Source: an optimization exercise on an open RTL-to-GDS flow (aim: small area, a short achievable clock period and few clock cycles per item). Production flows keep margins and buffers that such runs may drop.
Function not checked in this run: the RTL went through the layout flow alone.
Power is estimated from default activity; no workload was simulated.

$ cat flow/run.sh
#!/bin/bash
cp standard.sh standard_sh.txt
export BUFFER_PORTS_ARGS="-buffer_cell sky130_fd_sc_hd__buf_1"
bash standard.sh > standard.log 2>&1
$ cat config.mk
export PLATFORM = sky130hd
export DESIGN_NAME = magma_enc
export DESIGN_NICKNAME = magma_enc
export VERILOG_FILES = /design/flow/design.v
export SDC_FILE = /design/flow/constraint.sdc
export NUM_CORES = 4
export LEC_CHECK = 0
export ABC_AREA = 1
export CAP_MARGIN = 20
export CORE_MARGIN = 2
export CORE_UTILIZATION = 55
export CTS_CLUSTER_DIAMETER = 100
export CTS_CLUSTER_SIZE = 24
export PLACE_DENSITY = 0.7
export SETUP_SLACK_MARGIN = 3.8
export SLEW_MARGIN = 20
$ cat standard.sh
#!/bin/bash
# synth_recipe.tcl (not shown) runs the flow's synth.tcl, then flattens the netlist and writes it again
# the make line also repeats each setting of config.mk as NAME=value (left out here)
make -C /OpenROAD-flow-scripts/flow DESIGN_CONFIG=/design/flow/config.mk WORK_HOME=/design/flow/orfs CLKGATE_MAP_FILE= SYNTH_SCRIPT=/design/flow/synth_recipe.tcl "${@:-finish}"
$ cat design.v
module magma_enc(
    input  clk,
    input  rst,
    input  start,
    input  [255:0] key,
    input  [63:0] block_in,
    output ready,
    output reg valid,
    output [31:0] data,
    output [31:0] data_out
);
localparam [511:0] SB0 = 512'h1f307d8e9b5a264cf0db74e1c5a93286069c471edaf2853bb9e35a076f4d128cc24be390d618a5f70e34187bac296fd573ad0b4fc19652e82bc96af43850de71;
localparam [511:0] SB1 = 512'hc1f307d8e9b5a2646f0db74e1c5a9328b069c471edaf2853cb9e35a076f4d1287c24be390d618a5f50e34187bac296fd873ad0b4fc19652e12bc96af43850de7;
localparam [511:0] SB4 = 512'h264c1f307d8e9b5a3286f0db74e1c5a9853b069c471edaf2128cb9e35a076f4da5f7c24be390d6186fd50e34187bac2952e873ad0b4fc196de712bc96af43850;
localparam [511:0] SB5 = 512'ha264c1f307d8e9b593286f0db74e1c5a2853b069c471edafd128cb9e35a076f48a5f7c24be390d6196fd50e34187bac2652e873ad0b4fc190de712bc96af4385;
reg [31:0] kr0, kr1, kr2, kr3, kr4, kr5, kr6, kr7;
reg [31:0] rk;
reg [31:0] a1, a0;
reg [4:0]  cnt;
reg        busy;
assign ready = !busy;
assign data_out = a0;
assign data     = a1;
wire [7:0]  gen, prop;
wire [31:0] t0, t1;
genvar n;
generate
    for (n = 0; n < 8; n = n + 1) begin : nib
        wire [3:0] x = a0[4*n+3:4*n];
        wire [3:0] k = rk[4*n+3:4*n];
        wire [3:0] gg = x & k;
        wire [3:0] tt = x | k;
        wire [3:0] pp = x ^ k;
        wire [3:0] v;
        assign v[0] = pp[0];
        assign v[1] = pp[1] ^ gg[0];
        assign v[2] = pp[2];
        assign v[3] = pp[3] ^ gg[2];
        wire lc = gg[1] | tt[1] & x[0] & k[0];
        assign gen[n]  = gg[3] | tt[3] & gg[2] | tt[3] & tt[2] & gg[1] | tt[3] & tt[2] & tt[1] & gg[0];
        assign prop[n] = gg[3] | tt[3] & gg[2] | tt[3] & tt[2] & gg[1] | tt[3] & tt[2] & tt[1] & tt[0];
        wire [63:0] r0 = SB0[64*(7-n) +: 64];
        wire [63:0] r1 = SB1[64*(7-n) +: 64];
        wire [63:0] r4 = SB4[64*(7-n) +: 64];
        wire [63:0] r5 = SB5[64*(7-n) +: 64];
        assign t0[4*n+3:4*n] = lc ? r4[4*v +: 4] : r0[4*v +: 4];
        assign t1[4*n+3:4*n] = lc ? r5[4*v +: 4] : r1[4*v +: 4];
    end
endgenerate
wire [7:0] cin;
assign cin[0] = 1'b0;
generate
    for (n = 1; n < 8; n = n + 1) begin : cy
        wire [n-1:0] term;
        genvar j;
        for (j = 0; j < n; j = j + 1) begin : tm
            if (j == n - 1) begin : last
                assign term[j] = gen[j];
            end else begin : mid
                assign term[j] = gen[j] & (&prop[n-1:j+1]);
            end
        end
        assign cin[n] = |term;
    end
endgenerate
wire [31:0] a1r = {a1[10:0], a1[31:11]};
wire [31:0] blr = {block_in[10:0], block_in[31:11]};
wire [31:0] v0 = busy ? (a1r ^ t0) : blr;
wire [31:0] v1 = busy ? (a1r ^ t1) : blr;
wire [31:0] sbx;
generate
    for (n = 0; n < 8; n = n + 1) begin : sel
        assign sbx[4*n+3:4*n] = cin[n] ? v1[4*n+3:4*n] : v0[4*n+3:4*n];
    end
endgenerate
wire [31:0] a0_next = {sbx[20:0], sbx[31:21]};
reg [31:0] rk_next;
always @(*) begin
    if (cnt < 5'd23)
        rk_next = kr1;
    else
        case (cnt[1:0])
            2'd3: rk_next = kr0;    
            2'd0: rk_next = kr6;    
            2'd1: rk_next = kr4;    
            default: rk_next = kr2;  
        endcase
end
always @(posedge clk) begin
    if (!busy) begin
        kr0 <= key[255:224];
        kr1 <= key[223:192];
        kr2 <= key[191:160];
        kr3 <= key[159:128];
        kr4 <= key[127:96];
        kr5 <= key[95:64];
        kr6 <= key[63:32];
        kr7 <= key[31:0];
        rk  <= key[255:224];
        a1  <= block_in[63:32];
        cnt <= 5'd0;
    end else begin
        kr0 <= kr1;
        kr1 <= kr2;
        kr2 <= kr3;
        kr3 <= kr4;
        kr4 <= kr5;
        kr5 <= kr6;
        kr6 <= kr7;
        kr7 <= kr0;
        rk  <= rk_next;
        a1  <= a0;
        cnt <= cnt + 5'd1;
    end
end
always @(posedge clk) begin
    a0 <= a0_next;
end
always @(posedge clk) begin
    if (rst) begin
        busy  <= 1'b0;
        valid <= 1'b0;
    end else begin
        valid <= busy && (cnt == 5'd31);
        if (!busy)
            busy <= start;
        else if (cnt == 5'd31)
            busy <= 1'b0;
    end
end
endmodule
$ cat constraint.sdc
create_clock -name core_clock -period 6.0 [get_ports {clk}]
set_input_delay 1.2000 -clock core_clock [delete_from_list [all_inputs] [get_ports {clk}]]
set_output_delay 1.2000 -clock core_clock [all_outputs]
set_load 0.01 [all_outputs]
==> run summary <==
-- routing by layer --
metal | routed length [um] | vias to the layer above | global-route usage, %
li1 | - | 10100 | -
met1 | 27200 | 9462 | 45.4
met2 | 30000 | 923 | 56.6
met3 | 5730 | 136 | 5.98
met4 | 2260 | 2 | 10.8
met5 | 11 | - | 0
-- worst paths after layout --
check	startpoint	to	slack, ns
worst min register to register	kr3[19]	kr2[19]	0.43
worst min-delay path	kr3[19]	kr2[19]	0.43
worst max register to register	a0[18]	a0[29]	3.78
worst max-delay path	busy	ready	3.69
-- metrics by stage --
step                      worst slack, ns  instances
after floorplan                      3.85       2925
after global placement               3.08       3650
after detailed placement             3.06       3650
after CTS                            3.67       3753
after global routing                 3.65       3817
final                                3.69       3818
-- power by group through the flow --
stage / Sequential, mW / Clock [mW] / Combinational [mW]
after floorplan: 3.04 / 0 / 4.16
after global placement: 3.10 / 0 / 5.47
after detailed placement: 3.11 / 0 / 5.49
after CTS: 3.07 / 1.44 / 6.12
after global routing: 3.13 / 1.53 / 7.88
final: 3.10 / 1.41 / 7.14
-- cells by family (layout without fill, tap and decap cells) --
group	after synthesis	after routing	synth area share, %
flops	359	359	37.5
compound gates	286	286	8.61
simple gates	1801	1801	38.0
xor+xnor	11	11	0.541
other cells	0	2	0
buf+inv	351	787	7.53
fa+ha+maj	117	117	7.90
-- layout make-up --
cell class | instances | area (um2)
Clock buffer | 21 | 483
Timing Repair inverter | 5 | 40.0
Sequential cell | 359 | 7380
Timing Repair Buffer | 535 | 3210
Tap cell | 455 | 569
Multi-Input combinational cell | 2215 | 11200
Clock inverter | 3 | 57.6
Antenna cell | 2 | 5.00
Fill cell | 3031 | 10600
Inverter | 223 | 918
-- timing repair --
item | CTS | global route
gates cloned | 6 | 0
endpoints found under the setup margin | 278 | 124
pin swaps | 8 | 58
hold buffers | 0 | 0
resized for setup | 280 | 209
buffers inserted | 73 | 63
-- critical path: stages (launching register included) --
cell and delay, ns:
dfxtp_4 0.43, inv_16 0.04, buf_6 0.11
-- cell usage in the layout (no fill, tap or decap), types with 32 or more instances in the layout --
| cell | count |
|---|---|
| nor2_1 | 77 |
| ha_1 | 68 |
| inv_1 | 173 |
| dfxtp_4 | 38 |
| nand2_2 | 33 |
| nand3_1 | 241 |
| buf_1 | 322 |
| a21oi_1 | 83 |
| buf_6 | 72 |
| dfxtp_2 | 43 |
| dfxtp_1 | 278 |
| buf_4 | 129 |
| nand2_1 | 1368 |
| o21ai_0 | 87 |
| a311oi_1 | 32 |
==> out/metrics.yaml <==
finalClockSkew_ns: 0.0169
synthesis.area_um2: 19200
grt_start_max_net_pins: 109
leakage_nw: 11.9
p_per_area_nw_per_um2: 488
nNetsFinal: 3798
slew_headroom_pct: 50.3
outcome: "timing/DRC/antenna clean"
ant_nets: 0
antenna_found_initial: 3
die_w_um: 191
grt_pass1_vias: 18900
synth_ff_type: "dfxtp_1"
r2r_cells: 11
ctsLongestPathBuffers: 3
netSwitchingFraction_pct: 46.7
grt_use_total_pct: 34.2
worstPathArrival_ns: 1.11
syn_area_per_cell_um2: 6.56
min_path_cells: 2
core_area_um2: 34500
start_util_pct: 55.7
worst_setup_path_start_kind: "register"
place_area_um2: 20700
cts_buffers: 19
critPathKind: "reg -> out"
endpoint_kind: "output port"
synth_most_common_cell: "nand2_1"
synth_edf_count: 0
area_growth_pct: 24.6
wirelength_um: 65300
clock-root-buffer: "clkbuf_16"
io_buffers: 388
synthCells: 2925
required_ns: 4.80
synthDistinctLibCells: 43
syn_nets: 3365
fmax_mhz: 432
die_h_um: 191
p_int_mw: 6.21
layout-drive-gt1-share_pct: 15.9
fin_crit_sh_pct: 38.6
tns_ns: 0
setup_viol_count_final: 0
p_total_mw: 11.7
wire_per_inst_um: 17.1
overflow: 0
die_area_um2: 36400
synth_area_leaders: "dfxtp_1 37%, nand2_1 27%, ha_1 7.2%, nand3_1 6.8%, inv_1 4.1%"
seqPwrFrac_pct: 26.6
worstSkewPairLatency_ns: 0.53
rsz0062_at_grt: "true"
synth_seq_area_share_pct: 37.5
vias: 20600
synth_top_cell_by_area: "dfxtp_1"
drc_errors: 0
finalMaxSlewViolations: 0
routabilityCongestion: 0.913
synth_top_area_share_pct: 37.5
peakVddDrop_uv: 285
clk_transition_reported_paths_ns: 0.10
cts_sinks: 359
final_area_um2: 23900
drtIter0Drc: 1774
clockPowerShare_pct: 12.1
whs_ns: 0.427
worstMarginPinSlew_ns: 0.745
io_pins: 389
worstHoldPathType: "reg -> reg"
power_frac_comb_pct: 61.3
async_flop_share_pct: 0
hpwl_um: 45500
cts_tree: "built"
ys_top_cells_by_count: "1399 x nand2_1, 359 x dfxtp_1, 261 x nand3_1"
htree_levels: 1
max_cap_viol_count: 0
viasPerCell: 5.40
final_hold_viol_count: 0
ys_warn_count: 1
fin_crit_ns: 2.31
switching_power_mw: 5.44
drtPass1Iterations: 5
critPathMaxFanout: 3
ys_seq_elements: 359
utilization_pct: 69.4
grt_pass1_wl_um: 98600
rows: 68

-- what the ideal ports hide --
How much do the figures lean on ideal ports? The routed layout below was timed once more, with nothing changed but the port constraints.
Step 1: set_driving_cell puts a clkbuf_16 on clk and a buf_2 on each other input, an assumption about the parent block.
Step 2, shift: input delay + t, output delay - t, t = (earliest + latest rising clock arrival at the registers) / 2. This alone moves slack from input paths to output paths.
Three values: ideal ports, drivers, drivers and shift; two values: the first two.
shift t [ns]: 0.581
setup slack, ns: 3.686 / 3.629 / 3.781
worst register clock-pin slew, ns: 0.10 / 0.10
worst slew at a driven data input, ns: 0.08
After both steps this run still meets setup and hold. For this run, drivers alone change the setup slack by -0.057 ns; drivers and shift together by +0.095 ns.
